What follows belongs to an exercise in optimizing a design on an open flow for small area and a short achievable clock period; a production flow would make more cautious choices. At most, simulation tests tie the RTL to the original design; equivalence was not proved. Power is estimated from default activity; no workload was simulated.

// KF6845
module KF6845 (
    input   logic           clock,
    input   logic           video_clock_enable,
    input   logic           reset,
    input   logic           CS_N,
    input   logic           RS,
    input   logic           ENABLE,
    input   logic           R_OR_W,
    input   logic   [7:0]   D_IN,
    output  logic   [7:0]   D_OUT,
    input   logic           LPSTB,
    output  logic           CURSOR,
    output  logic           HSYNC,
    output  logic           VSYNC,
    output  logic   [4:0]   RA,
    output  logic   [13:0]  MA,
    output  logic           DE
);
Size: about 1,300 cells after synthesis, ~260 flip-flops, about 47 I/O pins, ~13,000 um^2 of cells after synthesis.
==> flow/config.mk <==
export PLATFORM = sky130hd
export DESIGN_NAME = KF6845
export DESIGN_NICKNAME = KF6845
export VERILOG_FILES = /design/flow/design.v
export SDC_FILE = /design/flow/constraint.sdc
export NUM_CORES = 4
export LEC_CHECK = 0
export CAP_MARGIN = 20
export CORE_MARGIN = 2
export CORE_UTILIZATION = 60
export SETUP_SLACK_MARGIN = 2.2
export SLEW_MARGIN = 20
==> flow/constraint.sdc <==
create_clock -name core_clock -period 4.0 [get_ports {clock}]
set_input_delay 0.8000 -clock core_clock [delete_from_list [all_inputs] [get_ports {clock}]]
set_output_delay 0.8000 -clock core_clock [all_outputs]
set_load 0.01 [all_outputs]
run.sh (not shown) runs the stock make flow with config.mk's settings and CLKGATE_MAP_FILE= SYNTH_SCRIPT=/design/flow/synth_recipe.tcl, a recipe that flattens the netlist after the stock synthesis.
The starting point completed with no timing, DRC or antenna violations.
Next try:
SETUP_SLACK_MARGIN = 1.8   (was 2.2)
Outcome:
- area after synthesis stays the same
- combinational power came out lower by a quarter to a third
- maximum frequency came out lower by a few percent
- die area is unchanged
- worst setup slack degrades by 0.075 ns
- sequential share of layout area came out higher by 5.2 points
- count of clock-buffer cells in the layout came out lower by 4
No run of this note included a check of the RTL's function; only the layout flow was run.


## fjord
Another version of the RTL of KF6845 (not shown whole).
Size: roughly 260 flip-flops, roughly 13000 um^2 of cells after synthesis.
export LEC_CHECK = 0
export ABC_AREA = 1
export CAP_MARGIN = 20
export CORE_MARGIN = 2
export CORE_UTILIZATION = 70
export SETUP_SLACK_MARGIN = 2.0
export SLEW_MARGIN = 20
create_clock -name core_clock -period 4.0 [get_ports {clock}]
standard.sh (not shown) runs the stock make flow with config.mk's settings and CLKGATE_MAP_FILE= SYNTH_SCRIPT=/design/flow/synth_recipe.tcl, a recipe that flattens the netlist after the stock synthesis.
==> flow/flow/run.sh <==
#!/bin/bash
set -euo pipefail
export BUFFER_PORTS_ARGS="-buffer_cell sky130_fd_sc_hd__buf_4"
export CTS_ARGS="-sink_clustering_enable -repair_clock_nets -sink_clustering_size 16 -sink_clustering_max_diameter 60 -buf_list sky130_fd_sc_hd__clkbuf_8 -dont_use_dummy_load"
bash standard.sh finish > flow_make.log 2>&1
Both conditions hold for fjord: the flow ran to the end and the final layout passed the timing, DRC and antenna checks.
Edits applied to the flow inputs when going from fjord to lagoon:
- a change of CORE_UTILIZATION from 70 to 60
==> comparison <==
Looking only at synthesis-to-finish area growth, and setting everything else aside, the higher value of fjord and lagoon goes to lagoon. lagoon finished every stage and its layout cleared the timing, DRC and antenna checks. For the clock period minus final worst setup slack, lagoon came in 0.027 ns lower than fjord did. lagoon: number of cell instances on the worst register-to-register path 2 above fjord.


KF6845, a different RTL version from the one above (not shown whole).
For scale: roughly 1600 cells after synthesis, ~260 flip-flops, ~0.013 mm² of cells after synthesis.
export LEC_CHECK = 0
export ABC_AREA = 1
export CAP_MARGIN = 20
export CORE_MARGIN = 2
export CORE_UTILIZATION = 60
export SETUP_SLACK_MARGIN = 2.0
export SLEW_MARGIN = 20
create_clock -name core_clock -period 4.0 [get_ports {clock}]
run.sh (not shown) runs the stock make flow with config.mk's settings and CLKGATE_MAP_FILE= SYNTH_SCRIPT=/design/flow/synth_recipe.tcl, a recipe that flattens the netlist after the stock synthesis.
Stock flow here: none of the scripts above is used.
==> next run, changes <==
Settings changed: ABC_AREA 1 to not set, CTS_BUF_LIST set to sky130_fd_sc_hd__clkbuf_8.
What happened:
- The new run produced a clean layout
- clock skew went up by 0.0034 ns
- via count went down by 4.9%
- core utilization went up by 1.4 points
==> next run, changes <==
Settings changed: CTS_BUF_LIST sky130_fd_sc_hd__clkbuf_8 to not set.
Result: Die area stays the same. Synthesized cell count stays the same. Design area increases by 0.72%. Final cell count decreases by 1.6%. Setup slack is worse by 0.043 ns.
==> next run, changes <==
Settings changed: SETUP_SLACK_MARGIN 2.0 to 1.7.
Result: Area after synthesis is unchanged; routed wire length shrinks by 1.4%; core utilization shrinks by 2.8 points; clock power shrinks by 8.7%; cell count shrinks by 2.0%; worst setup slack gets worse by 0.25 ns; flip-flop and latch count does not change.
==> next run, changes <==
Settings changed: SETUP_SLACK_MARGIN 1.7 to 2.2, TNS_END_PERCENT set to 5.
Outcome: Core utilization is higher by 1.6 points; count of clock-buffer cells in the layout is unchanged; total power is higher by 0.97%; global-route usage is higher by 0.43 points; routed wire length is higher by 2.6%; sequential share of layout area is lower by 0.82 points; non-clock buffer count is higher by 23; design area is higher by 2.3%.


## pepper
KF6845, a different RTL version from the one above (not shown whole).
Size in the first run: roughly 1,500 cells after synthesis, roughly 260 flip-flops, roughly 47 I/O pins, roughly 13,000 sq um of cells after synthesis.
==> flow/config.mk <==
export PLATFORM = sky130hd
export DESIGN_NAME = KF6845
export DESIGN_NICKNAME = KF6845
export VERILOG_FILES = /design/flow/design.v
export SDC_FILE = /design/flow/constraint.sdc
export NUM_CORES = 4
export LEC_CHECK = 0
export ABC_AREA = 1
export CAP_MARGIN = 20
export CORE_MARGIN = 2
export CORE_UTILIZATION = 60
export CTS_BUF_LIST = sky130_fd_sc_hd__clkbuf_8
export SETUP_SLACK_MARGIN = 2.3
export SLEW_MARGIN = 20
export TNS_END_PERCENT = 20
==> flow/constraint.sdc <==
create_clock -name core_clock -period 4.0 [get_ports {clock}]
set_input_delay 0.8000 -clock core_clock [delete_from_list [all_inputs] [get_ports {clock}]]
set_output_delay 0.8000 -clock core_clock [all_outputs]
set_load 0.01 [all_outputs]
pepper | stages: all done | timing, DRC, antenna: all pass
For tundra, these inputs were changed with respect to pepper:
diff --git a/flow/config.mk b/flow/config.mk
--- a/flow/config.mk
+++ b/flow/config.mk
@@ -14,2 +14 @@
 export SLEW_MARGIN = 20
-export TNS_END_PERCENT = 20
--- outcome ---
tundra ended up with a higher area of the multi-input gates than pepper did.
Delta (tundra minus pepper): final routed wire length divided by cell count rose by about 1.6%, final cycle utilization of the critical path shows a reduction of 0.67 points, multi-input logic portion of the cell area held steady, final core area utilization shows an increase of 4.0 points.
Register area of pepper is on par with tundra.
The global-route wire length before repair of tundra is lower than that of pepper.
Between tundra and pepper, the worst endpoint required time does not differ in any meaningful way.
Relative to pepper, the highest ir drop seen on vdd measured on tundra has increased by a little under 10%.
Final worst-path setup slack: tundra better than pepper

==> what the ideal ports hide <==
How much do the figures lean on ideal ports? The routed layouts below were timed once more, with nothing changed but the port constraints.
Step 1 sets driving cells, clkbuf_16 on the clock port and buf_2 on the other inputs (assumed; they add their load-dependent delay and slew).
Step 2 moves the port delays by t, midway between the first and last clock arrival at a register: inputs arrive t later, outputs are due t later. That takes back most of the time a late clock gives input paths.
Slacks: ideal / step 1 / step 2; pairs: ideal / step 1.
run	shift t [ns]	setup WS [ns]	worst setup path after step 2	cell pins on the clock port's net
the first run of note 1	0.590	1.677 / 1.687 / 1.112	input to register	1
the second run of note 1	0.581	1.602 / 1.602 / 1.060	input to register	1
fjord	0.577	1.996 / 1.995 / 1.602	input to register	1
lagoon	0.585	2.023 / 1.977 / 1.517	input to register	1
the first run of note 3	0.588	2.017 / 1.979 / 1.520	input to register	1
the second run of note 3	0.591	1.950 / 1.950 / 1.556	input to register	1
the third run of note 3	0.587	1.907 / 1.907 / 1.507	input to register	1
the fourth run of note 3	0.595	1.657 / 1.657 / 1.246	input to register	1
the fifth run of note 3	0.597	1.856 / 1.856 / 1.387	input to register	1
pepper	0.590	2.016 / 1.970 / 1.629	input to register	1
tundra	0.583	2.043 / 1.996 / 1.803	input to register	1
After both steps every run listed still meets setup and hold. The setup slack of the first run of note 1, which loses most, moves by +0.010 ns with the drivers and by -0.565 ns with both steps.
